From an optimization exercise on the open Yosys and OpenROAD flow, aimed at small area, a short achievable clock period and few clock cycles per item; shortcuts taken in it are not production practice.
Only simulation tests tie the RTL to the original design; equivalence was not proved.
No activity file was given, so power comes from the tool's default toggle rates.

==> flow/design.v <==
module JAM(
	input wire CLK,
	input wire RST,
	input wire [6:0] Cost,
	output wire [2:0] W,
	output wire [2:0] J,
	output reg [3:0] MatchCount,
	output reg [9:0] MinCost,
	output reg  Valid
);
	localparam [2:0] ST_PRE = 3'd0, ST_PRE2 = 3'd1, ST_X = 3'd2,
	                 ST_X2 = 3'd7, ST_SRCH = 3'd3, ST_ENDW = 3'd4,
	                 ST_FIN = 3'd5, ST_DONE = 3'd6;
	reg [2:0] st;
	reg [6:0] cnt;          
	reg [6:0] pc;           
	reg       pv;           
	reg [6:0] Creg;
	reg [6:0] vq;           
	reg [2:0] aw, aj;
	reg [2:0] won, jon;
	assign W = ~won;
	assign J = ~jon;
	reg [6:0] v [0:7];      
	reg [2:0] sid [0:7];
	reg [6:0] su  [0:7];
	reg [2:0] ss  [0:7];
	reg [3:0] sk  [0:7];
	reg [2:0] sj  [0:7];
	reg [6:0] mn, m2;
	reg [2:0] am;
	reg [7:0] d;            
	reg       fpop;         
	reg       ffirst;       
	reg [7:0] mask;         
	reg       bv, bpop, bleaf, bpd;
	reg [7:0] buv;
	reg [9:0] D;            
	reg [7:0] xd;
	reg [2:0] xj, xw;
	reg [7:0] xmask;
	reg       xpop, xfirst, xfin;
	integer k;
	wire       p1v   = pv && !pc[6];
	wire       p2v   = pv && pc[6];
	wire       first = (pc[2:0] == 3'd0);
	wire [6:0] x     = Creg - vq;
	wire       lt1   = x < mn;
	wire       lt2   = x < m2;
	wire       sx   = (st == ST_X);
	wire [6:0] gap  = m2 - mn;
	wire [3:0] kn   = (gap > 7'd15) ? 4'd15 : gap[3:0];
	wire [2:0] rn   = sx ? 3'd7 : (pc[5:3] - 3'd1);
	wire       tk   = sx || (p2v && first && pc[5:3] != 3'd0);
	wire       addm = sx || (p2v && first) || (p1v && first && pc != 7'd0);
	reg        iv;
	reg [3:0]  ik;
	reg [6:0]  iu;
	reg [2:0]  ia, ir;
	reg [7:0] ge;
	reg [7:0] put;    
	reg [7:0] shr;    
	always @(*) begin
		for (k = 0; k < 8; k = k + 1)
			ge[k] = (k < ir) && (sk[k] >= ik);
		for (k = 0; k < 8; k = k + 1) begin
			put[k] = !ge[k] && (k == 0 || ge[k-1]);
			shr[k] = !ge[k] && !put[k];
		end
	end
	function [2:0] low8;    
		input [7:0] a;
		low8 = a[0] ? 3'd0 : a[1] ? 3'd1 : a[2] ? 3'd2 : a[3] ? 3'd3 :
		       a[4] ? 3'd4 : a[5] ? 3'd5 : a[6] ? 3'd6 : 3'd7;
	endfunction
	function [3:0] nextcol;
		input [7:0] m;
		input [2:0] s0;
		input [2:0] c0;
		input       from0;
		reg [7:0] fr, hi, lo, a;
		begin
			fr = ~m;
			lo = fr & ~(8'hff << s0);                  
			if (from0)
				hi = fr & (8'hff << s0);               
			else if (c0 >= s0)
				hi = fr & (8'hfe << c0);               
			else begin
				hi = 8'd0;
				lo = lo & (8'hfe << c0);               
			end
			a = (|hi) ? hi : lo;
			nextcol = {|a, low8(a)};
		end
	endfunction
	wire       srch   = (st == ST_SRCH);
	wire [7:0] dp     = {d[6:0], 1'b0};        
	wire [7:0] dm     = {1'b0, d[7:1]};        
	reg [2:0] ss_d, ss_p, sid_d, sid_p, sid_m, sj_m;
	reg [6:0] su_d;
	always @(*) begin
		ss_d = 3'd0; ss_p = 3'd0; sid_d = 3'd0; sid_p = 3'd0; sid_m = 3'd0;
		sj_m = 3'd0; su_d = 7'd0;
		for (k = 0; k < 8; k = k + 1) begin
			ss_d  = ss_d  | (ss[k]  & {3{d[k]}});
			ss_p  = ss_p  | (ss[k]  & {3{dp[k]}});
			sid_d = sid_d | (sid[k] & {3{d[k]}});
			sid_p = sid_p | (sid[k] & {3{dp[k]}});
			sid_m = sid_m | (sid[k] & {3{dm[k]}});
			sj_m  = sj_m  | (sj[k]  & {3{dm[k]}});
			su_d  = su_d  | (su[k]  & {7{d[k]}});
		end
	end
	wire [7:0] onej   = 8'd1 << aj;
	wire [7:0] mask_l = fpop ? (mask & ~onej) : mask;
	wire [3:0] nx     = nextcol(mask_l, ss_d, aj, 1'b0);
	wire [3:0] fc     = nextcol(mask | onej, ss_p, 3'd0, 1'b1);
	wire       top    = d[0];
	wire       fleaf  = d[7] && !fpop;
	wire       c_fin  = !nx[3] && top;
	wire [7:0] c_d    = nx[3] ? d : dm;
	wire [2:0] c_j    = nx[3] ? nx[2:0] : sj_m;
	wire [2:0] c_w    = nx[3] ? sid_d : sid_m;
	wire       c_pop  = !nx[3];
	wire [7:0] g_mask = mask | onej;
	wire [2:0] g_j    = fc[2:0];
	wire [2:0] g_w    = sid_p;
	wire       pd     = ffirst && !fpop && !fleaf;
	wire [10:0] thr  = {1'b0, D} + {3'b000, buv};
	wire        gt   = {4'b0000, Creg} > thr;
	wire        eq   = {4'b0000, Creg} == thr;
	wire        bs   = bv && !bpop;
	wire        down = bs && !bleaf && !gt;
	wire        miss = bs && !bleaf && (down != bpd);
	wire        issue = srch && !miss;
	reg [7:0] d_n;
	reg [2:0] aj_n, aw_n;
	reg [7:0] mask_n;
	reg       pop_n, first_n, fin_n;
	always @(*) begin
		d_n = d; aj_n = aj; aw_n = aw; mask_n = mask;
		pop_n = fpop; first_n = ffirst; fin_n = 1'b0;
		case (st)
			ST_PRE:
				if (cnt[6] == 1'b0 && cnt[5:0] != 6'd63) begin
					aw_n = cnt[2:0] + 3'd1;
					aj_n = cnt[5:3] + {2'b00, cnt[2:0] == 3'd7};
				end else begin
					aw_n = cnt[5:3] + {2'b00, cnt[2:0] == 3'd7};
					aj_n = cnt[2:0] + 3'd1;
				end
			ST_X2: begin
				aw_n = put[0] ? ir : sid[0];
				aj_n = put[0] ? ia : ss[0];
				first_n = 1'b1;
			end
			default:
				if ((srch || st == ST_ENDW) && miss) begin
					d_n = xd; aj_n = xj; aw_n = xw; mask_n = xmask;
					pop_n = xpop; first_n = xfirst; fin_n = xfin;
				end else if (issue) begin
					if (pd) begin
						d_n = dp; aj_n = g_j; aw_n = g_w; mask_n = g_mask;
						pop_n = 1'b0; first_n = 1'b1;
					end else begin
						d_n = c_d; aj_n = c_j; aw_n = c_w; mask_n = mask_l;
						pop_n = c_pop; first_n = 1'b0; fin_n = c_fin;
					end
				end
		endcase
	end
	always @(posedge CLK or posedge RST) begin
		if (RST) begin
			st <= ST_PRE;
			cnt <= 7'd0;
			pv <= 1'b0;
			aw <= 3'd0;
			aj <= 3'd0;
			won <= 3'b111;
			jon <= 3'b111;
			d <= 8'd1;
			mask <= 8'd0;
			fpop <= 1'b0;
			ffirst <= 1'b0;
			bv <= 1'b0;
			iv <= 1'b0;
			Valid <= 1'b0;
			D <= 10'h3ff;
			MatchCount <= 4'd0;
		end else begin
			aw <= aw_n;
			aj <= aj_n;
			won <= ~aw_n;
			jon <= ~aj_n;
			d <= d_n;
			mask <= mask_n;
			fpop <= pop_n;
			ffirst <= first_n;
			pv <= (st == ST_PRE);
			bv <= issue;
			iv <= tk;
			Valid <= (st == ST_FIN) || (st == ST_DONE);
			case (st)
				ST_PRE: begin
					cnt <= cnt + 7'd1;
					if (cnt == 7'd127) st <= ST_PRE2;
				end
				ST_PRE2: st <= ST_X;
				ST_X:    st <= ST_X2;
				ST_X2:   st <= ST_SRCH;
				ST_SRCH: if (fin_n) st <= ST_ENDW;
				ST_ENDW: st <= miss ? (fin_n ? ST_ENDW : ST_SRCH) : ST_FIN;
				ST_FIN:  st <= ST_DONE;
				default: ;
			endcase
			if (bv && bpop)
				D <= D - {2'b00, buv} + {3'b000, Creg};
			else if (down)
				D <= thr[9:0] - {3'b000, Creg};
			else if (bs && bleaf && !gt) begin
				if (eq) MatchCount <= MatchCount + 4'd1;
				else begin
					D <= {3'b000, Creg} - {2'b00, buv};
					MatchCount <= 4'd1;
				end
			end
		end
	end
	always @(posedge CLK) begin
		Creg <= Cost;
		pc <= cnt;
		vq <= cnt[6] ? v[cnt[2:0]] : 7'd0;
		if (tk) begin
			ik <= kn; iu <= mn; ia <= am; ir <= rn;
		end
		bpop <= fpop;
		bleaf <= fleaf;
		bpd <= pd;
		buv <= su_d + v[aj];
		if (pd) begin
			xd <= c_d; xj <= c_j; xw <= c_w; xmask <= mask_l;
			xpop <= c_pop; xfirst <= 1'b0; xfin <= c_fin;
		end else begin
			xd <= dp; xj <= g_j; xw <= g_w; xmask <= g_mask;
			xpop <= 1'b0; xfirst <= 1'b1; xfin <= 1'b0;
		end
		for (k = 0; k < 8; k = k + 1)
			if (issue && !fpop && d[k])
				sj[k] <= aj;
		if (p1v || p2v) begin
			if (first) begin
				mn <= x; m2 <= 7'h7f; am <= 3'd0;
			end else if (lt1) begin
				mn <= x; m2 <= mn; am <= pc[2:0];
			end else if (lt2) begin
				m2 <= x;
			end
		end
		if (p1v && pc[2:0] == 3'd7)
			v[pc[5:3]] <= lt1 ? x : mn;
		if (p1v && pc == 7'd0)
			MinCost <= 10'd0;
		else if (addm)
			MinCost <= MinCost + {3'b000, mn};
		else if (st == ST_FIN)
			MinCost <= MinCost + D;
		if (iv)
			for (k = 0; k < 8; k = k + 1) begin
				if (put[k]) begin
					sid[k] <= ir; su[k] <= iu; ss[k] <= ia; sk[k] <= ik;
				end else if (shr[k]) begin
					sid[k] <= sid[(k+7)%8]; su[k] <= su[(k+7)%8];
					ss[k] <= ss[(k+7)%8];   sk[k] <= sk[(k+7)%8];
				end
			end
	end
endmodule
Settings: LEC_CHECK=0, CAP_MARGIN=20, CORE_MARGIN=2, CORE_UTILIZATION=40, SLEW_MARGIN=20; clock period 20.0 ns.
run.sh (not shown) runs the stock make flow with config.mk's settings and CLKGATE_MAP_FILE= SYNTH_SCRIPT=/design/flow/synth_recipe.tcl, a recipe that flattens the netlist after the stock synthesis.
Testbench counts at the start, summed over its fixed seeds: cycles 6,048, items 24.
Edit:
--- a/flow/design.v
+++ b/flow/design.v
@@ -14,11 +14,10 @@
 	reg [2:0] st;
 	reg [6:0] cnt;          
 	reg [6:0] pc;           
 	reg       pv;           
 	reg [6:0] Creg;
-	reg [6:0] vq;           
 	reg [2:0] aw, aj;
 	reg [2:0] won, jon;
 	assign W = ~won;
 	assign J = ~jon;
 	reg [6:0] v [0:7];      
@@ -27,26 +26,25 @@
 	reg [2:0] ss  [0:7];
 	reg [3:0] sk  [0:7];
 	reg [2:0] sj  [0:7];
 	reg [6:0] mn, m2;
 	reg [2:0] am;
-	reg [7:0] d;            
+	reg [2:0] d;            
 	reg       fpop;         
 	reg       ffirst;       
 	reg [7:0] mask;         
 	reg       bv, bpop, bleaf, bpd;
 	reg [7:0] buv;
 	reg [9:0] D;            
-	reg [7:0] xd;
-	reg [2:0] xj, xw;
+	reg [2:0] xd, xj, xw;
 	reg [7:0] xmask;
 	reg       xpop, xfirst, xfin;
 	integer k;
 	wire       p1v   = pv && !pc[6];
 	wire       p2v   = pv && pc[6];
 	wire       first = (pc[2:0] == 3'd0);
-	wire [6:0] x     = Creg - vq;
+	wire [6:0] x     = p2v ? (Creg - v[pc[2:0]]) : Creg;
 	wire       lt1   = x < mn;
 	wire       lt2   = x < m2;
 	wire       sx   = (st == ST_X);
 	wire [6:0] gap  = m2 - mn;
 	wire [3:0] kn   = (gap > 7'd15) ? 4'd15 : gap[3:0];
@@ -93,51 +91,35 @@
 			a = (|hi) ? hi : lo;
 			nextcol = {|a, low8(a)};
 		end
 	endfunction
 	wire       srch   = (st == ST_SRCH);
-	wire [7:0] dp     = {d[6:0], 1'b0};        
-	wire [7:0] dm     = {1'b0, d[7:1]};        
-	reg [2:0] ss_d, ss_p, sid_d, sid_p, sid_m, sj_m;
-	reg [6:0] su_d;
-	always @(*) begin
-		ss_d = 3'd0; ss_p = 3'd0; sid_d = 3'd0; sid_p = 3'd0; sid_m = 3'd0;
-		sj_m = 3'd0; su_d = 7'd0;
-		for (k = 0; k < 8; k = k + 1) begin
-			ss_d  = ss_d  | (ss[k]  & {3{d[k]}});
-			ss_p  = ss_p  | (ss[k]  & {3{dp[k]}});
-			sid_d = sid_d | (sid[k] & {3{d[k]}});
-			sid_p = sid_p | (sid[k] & {3{dp[k]}});
-			sid_m = sid_m | (sid[k] & {3{dm[k]}});
-			sj_m  = sj_m  | (sj[k]  & {3{dm[k]}});
-			su_d  = su_d  | (su[k]  & {7{d[k]}});
-		end
-	end
+	wire [2:0] dp     = d + 3'd1;
+	wire [2:0] dm     = d - 3'd1;
 	wire [7:0] onej   = 8'd1 << aj;
 	wire [7:0] mask_l = fpop ? (mask & ~onej) : mask;
-	wire [3:0] nx     = nextcol(mask_l, ss_d, aj, 1'b0);
-	wire [3:0] fc     = nextcol(mask | onej, ss_p, 3'd0, 1'b1);
-	wire       top    = d[0];
-	wire       fleaf  = d[7] && !fpop;
+	wire [3:0] nx     = nextcol(mask_l, ss[d], aj, 1'b0);
+	wire [3:0] fc     = nextcol(mask | onej, ss[dp], 3'd0, 1'b1);
+	wire       top    = (d == 3'd0);
+	wire       fleaf  = (d == 3'd7) && !fpop;
 	wire       c_fin  = !nx[3] && top;
-	wire [7:0] c_d    = nx[3] ? d : dm;
-	wire [2:0] c_j    = nx[3] ? nx[2:0] : sj_m;
-	wire [2:0] c_w    = nx[3] ? sid_d : sid_m;
+	wire [2:0] c_d    = nx[3] ? d : dm;
+	wire [2:0] c_j    = nx[3] ? nx[2:0] : sj[dm];
+	wire [2:0] c_w    = nx[3] ? sid[d] : sid[dm];
 	wire       c_pop  = !nx[3];
 	wire [7:0] g_mask = mask | onej;
 	wire [2:0] g_j    = fc[2:0];
-	wire [2:0] g_w    = sid_p;
+	wire [2:0] g_w    = sid[dp];
 	wire       pd     = ffirst && !fpop && !fleaf;
 	wire [10:0] thr  = {1'b0, D} + {3'b000, buv};
 	wire        gt   = {4'b0000, Creg} > thr;
 	wire        eq   = {4'b0000, Creg} == thr;
 	wire        bs   = bv && !bpop;
 	wire        down = bs && !bleaf && !gt;
 	wire        miss = bs && !bleaf && (down != bpd);
 	wire        issue = srch && !miss;
-	reg [7:0] d_n;
-	reg [2:0] aj_n, aw_n;
+	reg [2:0] d_n, aj_n, aw_n;
 	reg [7:0] mask_n;
 	reg       pop_n, first_n, fin_n;
 	always @(*) begin
 		d_n = d; aj_n = aj; aw_n = aw; mask_n = mask;
 		pop_n = fpop; first_n = ffirst; fin_n = 1'b0;
@@ -177,11 +159,11 @@
 			pv <= 1'b0;
 			aw <= 3'd0;
 			aj <= 3'd0;
 			won <= 3'b111;
 			jon <= 3'b111;
-			d <= 8'd1;
+			d <= 3'd0;
 			mask <= 8'd0;
 			fpop <= 1'b0;
 			ffirst <= 1'b0;
 			bv <= 1'b0;
 			iv <= 1'b0;
@@ -228,28 +210,26 @@
 		end
 	end
 	always @(posedge CLK) begin
 		Creg <= Cost;
 		pc <= cnt;
-		vq <= cnt[6] ? v[cnt[2:0]] : 7'd0;
 		if (tk) begin
 			ik <= kn; iu <= mn; ia <= am; ir <= rn;
 		end
 		bpop <= fpop;
 		bleaf <= fleaf;
 		bpd <= pd;
-		buv <= su_d + v[aj];
+		buv <= su[d] + v[aj];
 		if (pd) begin
 			xd <= c_d; xj <= c_j; xw <= c_w; xmask <= mask_l;
 			xpop <= c_pop; xfirst <= 1'b0; xfin <= c_fin;
 		end else begin
 			xd <= dp; xj <= g_j; xw <= g_w; xmask <= g_mask;
 			xpop <= 1'b0; xfirst <= 1'b1; xfin <= 1'b0;
 		end
-		for (k = 0; k < 8; k = k + 1)
-			if (issue && !fpop && d[k])
-				sj[k] <= aj;
+		if (issue && !fpop)
+			sj[d] <= aj;
 		if (p1v || p2v) begin
 			if (first) begin
 				mn <= x; m2 <= 7'h7f; am <= 3'd0;
 			end else if (lt1) begin
 				mn <= x; m2 <= mn; am <= pc[2:0];
Worst setup slack loses 0.58 ns; clock-buffer cell count drops by 7; power drops by 5.3%; register-to-register slack loses 0.76 ns; sequential cell count drops by 14; die area drops by 1.4%; critical path depth climbs by 14; sequential share of layout area drops by 0.44 points; design area drops by 1.7%; final cell count drops by 0.64%; fmax drops by 9.4%; hold slack gains 0.0039 ns.
Testbench counts after the change, summed over its fixed seeds: cycles 6,048, items 24.

-- port drivers added, routing unchanged --
The flow's constraints put no driver on any port. The routed layouts listed below were extracted and timed again, unchanged, in two steps. Step 1, drivers: a clkbuf_16 drives CLK and a buf_2 each remaining input, both assumed. Step 2, shift: input delay + t, output delay - t, t = (earliest + latest rising clock arrival at the registers) / 2. This alone moves slack from input paths to output paths. Three values: ideal ports, drivers, drivers and shift; two values: the first two.
| run | t (ns) | setup WS [ns] | worst data-port slew with drivers (ns) |
|---|---|---|---|
| the first run | 0.627 | 14.413 / 14.352 / 14.590 | 0.03 |
| the second run | 0.605 | 13.832 / 13.832 / 13.832 | 0.03 |
After both steps every run listed still meets setup and hold.
